Background: an optimization exercise with open tools, aiming at small area. Do not read the settings as production practice. Only the layout flow was run in this run; the RTL was not checked for function there. Power and IR drop assume default switching activity.

`design/flow/config.mk`:
```
export PLATFORM = sky130hd
export DESIGN_NAME = top
export DESIGN_NICKNAME = top
export VERILOG_FILES = /design/flow/design.v
export SDC_FILE = /design/flow/constraint.sdc
export NUM_CORES = 4
export LEC_CHECK = 0
export CAP_MARGIN = 20
export CORE_MARGIN = 2
export CORE_UTILIZATION = 40
export SLEW_MARGIN = 20
```
`design/flow/constraint.sdc`:
```
create_clock -name core_clock -period 40.0 [get_ports {CLK}]
set_input_delay 8.0000 -clock core_clock [delete_from_list [all_inputs] [get_ports {CLK}]]
set_output_delay 8.0000 -clock core_clock [all_outputs]
set_load 0.01 [all_outputs]
```
`design/flow/run.sh`:
```
#!/bin/bash
# synth_recipe.tcl (not shown) runs the flow's synth.tcl, then flattens the netlist and writes it again
# the make line also repeats each setting of config.mk as NAME=value (left out here)
make -C /OpenROAD-flow-scripts/flow DESIGN_CONFIG=/design/flow/config.mk WORK_HOME=/design/flow/orfs CLKGATE_MAP_FILE= SYNTH_SCRIPT=/design/flow/synth_recipe.tcl finish
```
`design/flow/design.v`:
```
module debouncer(
	input i_btn,
	input i_clk,
	output o_btn_state
    );
reg btn_state_value;
reg [17:0] counter;
always @ (posedge i_clk)
begin
	if(i_btn == 0)  
	begin
		counter <= 0;
		btn_state_value <= 0;
	end
	else
	begin
		counter <= counter + 1'b1;
		if(counter == 18'h3ffff)  
		begin
			btn_state_value <= 1;
			counter <= 0;
		end
	end
end
assign o_btn_state = btn_state_value;
endmodule
module vga640x480(
    input wire i_clk,            
    input wire i_pix_stb,        
    input wire i_rst,            
	 input wire i_pause,			   
    output wire o_hs,            
    output wire o_vs,            
    output wire o_blanking,      
    output wire o_active,        
    output wire o_screenend,     
    output wire o_animate,       
	 output wire o_paused,		   
    output wire [9:0] o_x,       
    output wire [8:0] o_y        
    );
    localparam HS_STA = 16;               
    localparam HS_END = 16 + 96;          
    localparam HA_STA = 16 + 96 + 48;     
    localparam VS_STA = 480 + 10;         
    localparam VS_END = 480 + 10 + 2;     
    localparam VA_END = 480;              
    localparam LINE   = 800;              
    localparam SCREEN = 525;              
    reg [9:0] h_count;   
    reg [9:0] v_count;   
	 reg paused;
    assign o_hs = ~((h_count >= HS_STA) & (h_count < HS_END));
    assign o_vs = ~((v_count >= VS_STA) & (v_count < VS_END));
    assign o_x = (h_count < HA_STA) ? 1'b0 : (h_count - HA_STA);
    assign o_y = (v_count >= VA_END) ? (VA_END - 1'b1) : (v_count);
    assign o_blanking = ((h_count < HA_STA) | (v_count > VA_END - 1'b1));
    assign o_active = ~((h_count < HA_STA) | (v_count > VA_END - 1'b1)); 
    assign o_screenend = ((v_count == SCREEN - 1'b1) & (h_count == LINE));
    assign o_animate = ((v_count == VA_END - 1'b1) & (h_count == LINE));
	 assign o_paused = paused;
    always @ (posedge i_clk)
    begin
        if (i_rst)   
        begin
            h_count <= 1'b0;
            v_count <= 1'b0;
				paused <= 0;
        end
        else if (i_pix_stb)   
        begin
            if (h_count == LINE)   
            begin
                h_count <= 1'b0;
                v_count <= v_count + 1'b1;
            end
            else 
                h_count <= h_count + 1'b1;
            if (v_count == SCREEN)   
                v_count <= 1'b0;
        end
		  if (i_pause)  
		  begin
				paused <= ~paused;
		  end
    end
endmodule
module ship #(
    H_SIZE=80,       
    IX=320,          
    IY=240,          
    D_WIDTH=640,     
    D_HEIGHT=480     
    )
    (
    input wire i_clk,          
    input wire i_ani_stb,      
    input wire i_rst,          
    input wire i_paused,
    input wire i_animate,      
    input wire [7:0] i_sw,       
    output wire [11:0] o_x1,   
    output wire [11:0] o_x2,   
    output wire [11:0] o_y1,   
    output wire [11:0] o_y2,    
    output wire [11:0] o_bx1,  
    output wire [11:0] o_bx2,  
    output wire [11:0] o_by1,  
    output wire [11:0] o_by2,  
    output wire o_firing       
    );
    reg [11:0] x;    
    reg [11:0] y;    
    reg [11:0] bx;
    reg [11:0] by;
    reg in_air;
    assign o_x1 = x - H_SIZE;   
    assign o_x2 = x + H_SIZE;   
    assign o_y1 = y - H_SIZE;   
    assign o_y2 = y + H_SIZE;   
    assign o_bx1 = bx - H_SIZE/4;
    assign o_bx2 = bx + H_SIZE/4;
    assign o_by1 = by - H_SIZE/4;
    assign o_by2 = by + H_SIZE/4;
    assign o_firing = in_air;
    always @ (posedge i_clk)
    begin
        if (i_rst)   
        begin
            x <= IX;
            y <= IY;
            bx <= IX;
            by <= IY;
            in_air = 0;
        end
        if (i_animate && i_ani_stb && ~i_paused)
        begin
            if (i_sw[0])  
                x <= x + 2'b10;
            if (i_sw[7])  
                x <= x - 2'b10;
            if (i_sw[6])  
                y <= y - 2'b10;
            if (i_sw[1])  
                y <= y + 2'b10;
            if (i_sw[4] & ~in_air)  
                in_air = 1;
            if (~i_sw[4] & ~in_air)  
            begin
                by <= y;
                bx <= x;
            end	 
            if (in_air)  
                by <= by - 2'b11;  
            if (x <= H_SIZE + 1'b1)   
                x <= H_SIZE + 2'b10;
            if (x >= (D_WIDTH - H_SIZE - 1'b1))   
                x <= D_WIDTH - H_SIZE - 2'b10;            
            if (y <= H_SIZE + 1'b1)   
                y <= H_SIZE + 2'b10;  
            if (y >= (D_HEIGHT - H_SIZE - 1'b1))   
                y <= D_HEIGHT - H_SIZE - 2'b10;                
            if ((bx <= H_SIZE + 1'b1) || (bx >= (D_WIDTH - H_SIZE - 1'b1)) || (by <= H_SIZE + 1'b1) || (by >= (D_HEIGHT - H_SIZE - 1'b1)))
            begin
                in_air = 0;
                by <= y;
                bx <= x;
            end
        end
    end
endmodule
module enemyship #(
    H_SIZE=80,       
    IX=320,          
    IY=240,          
    IX_DIR=1,        
    D_WIDTH=640,     
    D_HEIGHT=480,    
    H_BOUND=100   
    )
    (
    input wire i_clk,          
    input wire i_ani_stb,      
    input wire i_rst,          
    input wire i_paused,		 
    input wire i_animate,      
    input wire i_alive,        
    output wire [11:0] o_x1,   
    output wire [11:0] o_x2,   
    output wire [11:0] o_y1,   
    output wire [11:0] o_y2,   
    output wire [11:0] o_bx1,  
    output wire [11:0] o_bx2,  
    output wire [11:0] o_by1,  
    output wire [11:0] o_by2,  
    output wire o_firing       
    );
    reg [11:0] x;    
    reg [11:0] y;    
    reg x_dir;   
    reg [11:0] bx;
    reg [11:0] by;
    reg in_air;
    assign o_x1 = x - H_SIZE;   
    assign o_x2 = x + H_SIZE;   
    assign o_y1 = y - H_SIZE;   
    assign o_y2 = y + H_SIZE;   
    assign o_bx1 = bx - H_SIZE/4;
    assign o_bx2 = bx + H_SIZE/4;
    assign o_by1 = by - H_SIZE/4;
    assign o_by2 = by + H_SIZE/4;
    assign o_firing = in_air;
    always @ (posedge i_clk)
    begin
        if (i_rst)   
        begin
            x <= IX;
            y <= IY;
            bx <= IX;
            by <= IY;
            x_dir <= IX_DIR;
            in_air = 0;
        end
        if (i_animate && i_ani_stb && ~i_paused)
        begin
            x <= (x_dir) ? x + 2'b10 : x - 2'b10;
            if (~in_air)  
            begin
                by <= y;
                bx <= x;
                if (i_alive)  
                    in_air = 1;
            end	 
            if (in_air)  
                by <= by + 2'b11;  
            if (x <= H_BOUND)   
                x_dir <= 1'b1;
            if (x >= D_WIDTH-H_BOUND)   
                x_dir <= 1'b0;
            if (y <= H_SIZE + 1'b1)   
                y <= H_SIZE + 2'b10;  
            if (y >= (D_HEIGHT - H_SIZE - 1'b1))   
                y <= D_HEIGHT - H_SIZE - 2'b10;                
            if ((bx <= H_SIZE + 1'b1) || (bx >= (D_WIDTH - H_SIZE - 1'b1)) || (by <= H_SIZE + 1'b1) || (by >= (D_HEIGHT - H_SIZE - 1'b1)))
            begin
                in_air = 0;
                by <= y;
                bx <= x;
            end
        end
    end
endmodule
module lightspeed #(
    H_SIZE=80,       
    IX=320,          
    IY=240,          
    D_WIDTH=640,     
    D_HEIGHT=480,    
    L_FACTOR=4,      
	 SPEED=2			   
    )
    (
    input wire i_clk,          
    input wire i_ani_stb,      
    input wire i_rst,          
    input wire i_paused,       
    input wire i_animate,      
    output wire [11:0] o_1x1,   
    output wire [11:0] o_1x2,   
    output wire [11:0] o_1y1,   
    output wire [11:0] o_1y2,    
    output wire [11:0] o_2x1,   
    output wire [11:0] o_2x2,   
    output wire [11:0] o_2y1,   
    output wire [11:0] o_2y2    
    );
    reg [11:0] x1;    
    reg [11:0] y1;    
    reg [11:0] x2;    
    reg [11:0] y2;    
    assign o_1x1 = x1 - H_SIZE;   
    assign o_1x2 = x1 + H_SIZE;   
    assign o_1y1 = y1 - L_FACTOR*H_SIZE;   
    assign o_1y2 = y1 + L_FACTOR*H_SIZE;   
    assign o_2x1 = x2 - H_SIZE;   
    assign o_2x2 = x2 + H_SIZE;   
    assign o_2y1 = y2 - L_FACTOR*H_SIZE;   
    assign o_2y2 = y2 + L_FACTOR*H_SIZE;   
    always @ (posedge i_clk)
    begin
        if (i_rst)   
        begin
            x1 <= IX;
            y1 <= IY;
            x2 <= (IX < D_WIDTH/2) ? (D_WIDTH/2-IX) + D_WIDTH/2 : D_WIDTH/2 - (IX-D_WIDTH/2);
            y2 <= IY;
        end
        if (i_animate && i_ani_stb && ~i_paused)
        begin
            y1 <= y1 + SPEED*1'b1;   
            y2 <= y2 + SPEED*1'b1;
            if (x1 <= H_SIZE + 1'b1)   
                x1 <= H_SIZE + 2'b10;
            if (x1 >= (D_WIDTH - H_SIZE - 1'b1))   
                x1 <= D_WIDTH - H_SIZE - 2'b10;            
            if (y1 <= H_SIZE + 1'b1)   
                y1 <= H_SIZE + 2'b10;  
            if (y1 >= (D_HEIGHT - H_SIZE - 1'b1))   
                y1 <= H_SIZE + 2'b10;  
            if (x2 <= H_SIZE + 1'b1)   
                x2 <= H_SIZE + 2'b10;
            if (x2 >= (D_WIDTH - H_SIZE - 1'b1))   
                x2 <= D_WIDTH - H_SIZE - 2'b10;            
            if (y2 <= H_SIZE + 1'b1)   
                y2 <= H_SIZE + 2'b10;  
            if (y2 >= (D_HEIGHT - H_SIZE - 1'b1))   
                y2 <= H_SIZE + 2'b10;  
        end
    end
endmodule
module top(
    input wire CLK,              
    input wire RST_BTN,          
    input wire PAUSE_BTN,        
    input wire [7:0] sw,         
    output wire VGA_HS_O,        
    output wire VGA_VS_O,        
    output wire [2:0] VGA_R,     
    output wire [2:0] VGA_G,     
    output wire [1:0] VGA_B      
    );
    wire rst;
    wire pause;
    debouncer reset_button(
			.i_btn(RST_BTN),
			.i_clk(CLK),
			.o_btn_state(rst)
			);
    debouncer pause_button(
			.i_btn(PAUSE_BTN),
			.i_clk(CLK),
			.o_btn_state(pause)
			);
    wire pix_stb = 1'b1;
    wire [9:0] x;   
    wire [8:0] y;   
    wire animate;   
    wire paused;    
    wire player_ship;
    wire [11:0] player_x1, player_x2, player_y1, player_y2;   
    wire player_bullet; 
    wire player_firing;
    wire [11:0] bullet_x1, bullet_x2, bullet_y1, bullet_y2; 
    wire enemy_ship;
    wire [11:0] enemy1_x1, enemy1_x2, enemy1_y1, enemy1_y2;   
    wire enemy_bullet; 
    wire enemy1_firing;
    wire [11:0] e1bullet_x1, e1bullet_x2, e1bullet_y1, e1bullet_y2; 
    wire e1alive;
    wire e1hit = 1'b0;
    assign e1alive = ~e1hit;
    wire light;
    wire [11:0] light1_x1, light1_x2, light1_y1, light1_y2;  
    wire [11:0] light2_x1, light2_x2, light2_y1, light2_y2;  
    wire [11:0] light3_x1, light3_x2, light3_y1, light3_y2;  
    wire [11:0] light4_x1, light4_x2, light4_y1, light4_y2; 
    wire [11:0] light5_x1, light5_x2, light5_y1, light5_y2;  
    wire [11:0] light6_x1, light6_x2, light6_y1, light6_y2;
    vga640x480 display (
        .i_clk(CLK),
        .i_pix_stb(pix_stb),
        .i_rst(rst),
        .i_pause(pause),
        .o_hs(VGA_HS_O), 
        .o_vs(VGA_VS_O), 
        .o_x(x), 
        .o_y(y),
        .o_animate(animate),
        .o_paused(paused)
    );
    ship #(.H_SIZE(20), .IX(200)) player (
        .i_clk(CLK),
        .i_ani_stb(pix_stb),
        .i_rst(rst),
        .i_paused(paused),
        .i_animate(animate),
        .i_sw(sw),
        .o_x1(player_x1),
        .o_x2(player_x2),
        .o_y1(player_y1),
        .o_y2(player_y2),
        .o_bx1(bullet_x1),
        .o_bx2(bullet_x2),
        .o_by1(bullet_y1),
        .o_by2(bullet_y2),
        .o_firing(player_firing)
    );
    enemyship #(.H_SIZE(20), .IY(100)) enemy1 (
        .i_clk(CLK),
        .i_ani_stb(pix_stb),
        .i_rst(rst),
        .i_paused(paused),
        .i_animate(animate),
        .i_alive(e1alive),
        .o_x1(enemy1_x1),
        .o_x2(enemy1_x2),
        .o_y1(enemy1_y1),
        .o_y2(enemy1_y2),
        .o_bx1(e1bullet_x1),
        .o_bx2(e1bullet_x2),
        .o_by1(e1bullet_y1),
        .o_by2(e1bullet_y2),
        .o_firing(enemy1_firing)
    );
    lightspeed #(.H_SIZE(3), .IX(30), .L_FACTOR(15), .SPEED(9)) light1 (
        .i_clk(CLK),
        .i_ani_stb(pix_stb),
        .i_rst(rst),
        .i_paused(paused),
        .i_animate(animate),
        .o_1x1(light1_x1),
        .o_1x2(light1_x2),
        .o_1y1(light1_y1),
        .o_1y2(light1_y2),
        .o_2x1(light2_x1),
        .o_2x2(light2_x2),
        .o_2y1(light2_y1),
        .o_2y2(light2_y2)
    );
	 lightspeed #(.H_SIZE(4), .IX(40), .L_FACTOR(8), .SPEED(7)) light2 (
        .i_clk(CLK),
        .i_ani_stb(pix_stb),
        .i_rst(rst),
        .i_paused(paused),
        .i_animate(animate),
        .o_1x1(light3_x1),
        .o_1x2(light3_x2),
        .o_1y1(light3_y1),
        .o_1y2(light3_y2),
        .o_2x1(light4_x1),
        .o_2x2(light4_x2),
        .o_2y1(light4_y1),
        .o_2y2(light4_y2)
    );
	 lightspeed #(.H_SIZE(3), .IX(50), .L_FACTOR(11), .SPEED(8)) light3 (
        .i_clk(CLK),
        .i_ani_stb(pix_stb),
        .i_rst(rst),
        .i_paused(paused),
        .i_animate(animate),
        .o_1x1(light5_x1),
        .o_1x2(light5_x2),
        .o_1y1(light5_y1),
        .o_1y2(light5_y2),
        .o_2x1(light6_x1),
        .o_2x2(light6_x2),
        .o_2y1(light6_y1),
        .o_2y2(light6_y2)
    );
    assign player_ship = ((x > player_x1) & (y > player_y1) & (x < player_x2) & (y < player_y2)) ? 1'b1 : 1'b0;
    assign player_bullet = ((x > bullet_x1) & (y > bullet_y1) & (x < bullet_x2) & (y < bullet_y2) & (player_firing)) ? 1'b1 : 1'b0;
    assign enemy_ship = ((x > enemy1_x1) & (y > enemy1_y1) & (x < enemy1_x2) & (y < enemy1_y2) & (e1alive)) ? 1'b1 : 1'b0;
    assign enemy_bullet = ((x > e1bullet_x1) & (y > e1bullet_y1) & (x < e1bullet_x2) & (y < e1bullet_y2) & (enemy1_firing)) ? 1'b1 : 1'b0;
    assign light = (((x > light1_x1) & (y > light1_y1) & (x < light1_x2) & (y < light1_y2)) || 
		   ((x > light2_x1) & (y > light2_y1) & (x < light2_x2) & (y < light2_y2)) || 
       		   ((x > light3_x1) & (y > light3_y1) & (x < light3_x2) & (y < light3_y2)) || 
		   ((x > light4_x1) & (y > light4_y1) & (x < light4_x2) & (y < light4_y2)) ||
		   ((x > light5_x1) & (y > light5_y1) & (x < light5_x2) & (y < light5_y2)) || 
		   ((x > light6_x1) & (y > light6_y1) & (x < light6_x2) & (y < light6_y2))
		    ) ? 1'b1 : 1'b0;
    assign VGA_R[2] = player_ship | light | enemy_ship | enemy_bullet;  
    assign VGA_G[2] = player_bullet | light | enemy_bullet;  
    assign VGA_B[1] = player_ship | light; 
    assign VGA_R[0] = player_ship | light | enemy_ship | enemy_bullet;
    assign VGA_R[1] = player_ship | light | enemy_ship | enemy_bullet;
    assign VGA_G[0] = player_bullet | light | enemy_bullet;
    assign VGA_G[1] = player_bullet | light | enemy_bullet;
    assign VGA_B[0] = player_ship | light;
endmodule
```
==> flow_metrics.py <==
metrics = {
    "run": {
        "maxCapViolCount": 0,
    },
    "floorplan": {
        "core_um2": 69700,
        "start_util": 0.402,
        "rows": 97,
        "fp.dieW_um": 269,
        "die_h_um": 269,
        "io_pins": 21,
        "dieArea_um2": 72100,
    },
    "sta": {
        "skew_ps": 28.9,
        "setup-tns-final_ps": 0,
        "fin_crit_sh": 0.333,
        "hold_viol_final": 0,
        "rsz0062_at_grt": "false",
        "slew_violations": 0,
        "max_freq_mhz": 75.0,
        "worstMarginPinSlew_ps": 950,
        "max_slew_margin": 0.350,
        "setup_viol": 0,
        "period_needed_ps": 13330,
    },
    "global_route": {
        "gr-total-overflow": 0,
        "grt_max_degree": 58,
        "track_usage": 0.205,
        "grt_pass1_vias": 22300,
        "grt_first_pass_wirelength_um": 120000,
        "antenna_found_initial": 0,
    },
    "cts": {
        "clkTransAtPathRegs_ps": 50,
        "post-cts-setup-buffer-count": 0,
        "clock_path_buffers": 3,
        "clkSinkCount": 299,
        "cts_tree": "built",
        "numCtsBuffers": 41,
        "cts-hold-fix-buffers": 0,
        "htreeDepth": 2,
        "cts_resized": 0,
        "cts_root_buffer": "clkbuf_16",
        "clk_latency_ps": 580,
    },
    "setup_path": {
        "rr_worst_depth": 6,
        "cp_num_buf_inv": 2,
        "cpMaxStageDelayCell": "a2111oi_0",
        "cp_data_required_time_ps": 32000,
        "rr_endpoint": "light2.y1[0]",
        "worst_setup_path_start_kind": "register",
        "critPathArrivalTime_ps": 5330,
        "critical_path_class": "register to output pin",
        "path_cells": "o21ai_0 -> nand2_1 -> and2_1 -> buf_4 -> ha_1 -> nand4_1 -> nor3_1 -> or4_1 -> a2111oi_0 -> a21oi_1 -> o2111a_2 -> nand3_1 -> clkdlybuf4s50_1",
        "crit_path_end_kind": "output pin",
        "cp_top_family": "simple AND/OR/NAND/NOR gates",
        "reg2reg_slack_ps": 36440,
        "r2r_start": "display.h_count[8]",
        "slowest_delay_ps": 590,
        "critPathMaxFanout": 13,
    },
    "synthesis": {
        "synth_top_cell_by_area": "ha_1",
        "ys_warn_count": 7,
        "synth_edf_count": 96,
        "synth_cell_types": 98,
        "synth-seq-cells": 299,
        "synth.most_common_cell": "ha_1",
        "synth.yosys.seq_area_share": 0.248,
        "synth_commonest_cells": "ha_1, nor2_1, nand2_1, o21ai_0, dfxtp_1",
        "yosys-top-cells-area": "ha_1, dfxtp_1, edfxtp_1",
        "syn_area_um2": 28000,
        "syn_avg_cell_area_um2": 8.15,
        "async_flop_share": 0,
        "syn_inst": 3434,
        "synth_flop_cell": "dfxtp_1",
        "synth_top_area_share": 0.188,
    },
    "min_path": {
        "hold_class": "register to register",
        "hold_start": "pause_button.counter[0]",
        "hold_depth": 1,
        "worstHoldEndpoint": "pause_button.counter[0]",
    },
    "finish": {
        "nets": 3785,
        "diodes": 0,
        "reg.largest.list": "pause_button.counter: 18 flops, reset_button.counter: 18 flops",
        "fill_cells": 7062,
        "design_area_um2": 30300,
        "syn_to_final_growth_pct": 8.30,
        "multi_input_area_um2": 19800,
        "seq_area_um2": 6950,
        "fin_util": 0.435,
        "layout-drive-gt1-share": 0.0443,
    },
    "detailed_routing": {
        "wl_per_cell_um": 17.2,
        "drt_iter0_markers": 1432,
        "firstDrtPassIters": 5,
        "ant_nets": 0,
        "wl_um": 74400,
        "drcViolationCount": 0,
        "viasPerCell": 5.54,
        "num_vias": 24000,
    },
    "run_status": {
        "run_status": "timing/DRC/antenna clean",
    },
    "power_and_ir_drop": {
        "p_per_area_nw_per_um2": 23.3,
        "ir_drop_mv": 0.0303,
        "power_leakage_nw": 12.9,
    },
    "place": {
        "portBuffers": 17,
        "dpl.hpwl_um": 52300,
        "placed_area_um2": 28900,
        "gp_congestion": 0.865,
    },
}
## layout make-up
| cell class | instances | area share |
|---|---|---|
| Sequential cell | 299 | 0.229 |
| Inverter | 165 | 0.0205 |
| Multi-Input combinational cell | 2799 | 0.652 |
| Clock buffer | 58 | 0.0407 |
| Tap cell | 940 | 0.0388 |
| Clock inverter | 16 | 0.00594 |
| Timing Repair Buffer | 47 | 0.0130 |
## cells by family (layout without fill, tap and decap cells)
group / after synthesis / in the layout / share of synthesized area
flip-flops: 299 / 299 / 0.248
AO/OA/AOI/OAI: 752 / 752 / 0.174
XOR/XNOR: 356 / 356 / 0.111
buffers and inverters: 349 / 286 / 0.0498
adder cells (fa/ha/maj): 431 / 431 / 0.192
AND/OR/NAND/NOR: 1225 / 1225 / 0.217
multiplexers: 21 / 21 / 0.00755
other: 1 / 14 / 0.000134
## stage by stage
stage / std cells / hold slack (ps) / setup WS [ps] / total power [mW]
2_1_floorplan: 3447 / 426 / 28090 / 0.326
3_3_place_gp: 4250 / 444 / 27210 / 0.329
3_5_place_dp: 4250 / 452 / 27180 / 0.329
4_1_cts: 4324 / 466 / 26560 / 0.715
5_1_grt: 4324 / 491 / 26320 / 0.727
6_report: 4324 / 462 / 26670 / 0.705
## how the worst max path moves through the flow
stage | start | endpoint | slack (ps) | cells past startpoint
after floorplan | display.h_count[7] | VGA_R[1] | 28090 | 12
after global placement | display.h_count[5] | VGA_R[1] | 27210 | 13
after detailed placement | display.h_count[5] | VGA_G[2] | 27180 | 13
after CTS | display.h_count[5] | VGA_G[2] | 26560 | 13
after global routing | display.h_count[5] | VGA_R[0] | 26320 | 13
final | display.h_count[5] | VGA_R[1] | 26670 | 13
## where the power goes
| part | internal [mW] | total [mW] | switching [mW] |
|---|---|---|---|
| combinational | 0.00370 | 0.00859 | 0.00488 |
| clock | 0.235 | 0.383 | 0.148 |
| sequential | 0.312 | 0.314 | 0.00134 |
## metal layers
metal  wire (um)  track usage
met1       36000        0.282
met2       33700        0.338
met3        2990       0.0237
met4        1800       0.0565
met5           0            0
## cell usage in the layout (no fill, tap or decap), types with 36 or more instances in the layout
master,n
o211ai_1,40
o21a_1,39
nor3_1,103
or3_1,36
nand4_1,72
xor2_1,155
ha_1,420
nand3_1,115
inv_1,163
clkbuf_16,45
nor2b_1,47
a21oi_1,173
edfxtp_1,96
nand2_1,269
and3_1,39
and2_1,46
o21ai_0,207
nor2_1,328
xnor2_1,201
dfxtp_1,202

==> afterwards: timing with drivers on the ports <==
Ports are ideal in the flow. The routed layout listed here was re-timed in OpenROAD. Step 1, drivers: a clkbuf_16 drives CLK and a buf_2 each remaining input, both assumed. Step 2 also shifts input and output timing later by t, the mid clock arrival at the registers, as if the neighbouring blocks saw the same clock. Slacks: ideal / step 1 / step 2; pairs: ideal / step 1.
t, ns: 0.628
slack for setup (ns): 26.669 / 26.609 / 27.237
hold WS [ns]: 0.462 / 0.462 / 0.462
worst setup path after step 2: register to output
latest minus earliest clock arrival (ns): 0.030 / 0.030
After both steps setup and hold are still met in this run. The setup slack of this run moves by -0.060 ns with the drivers and by +0.568 ns with both steps.
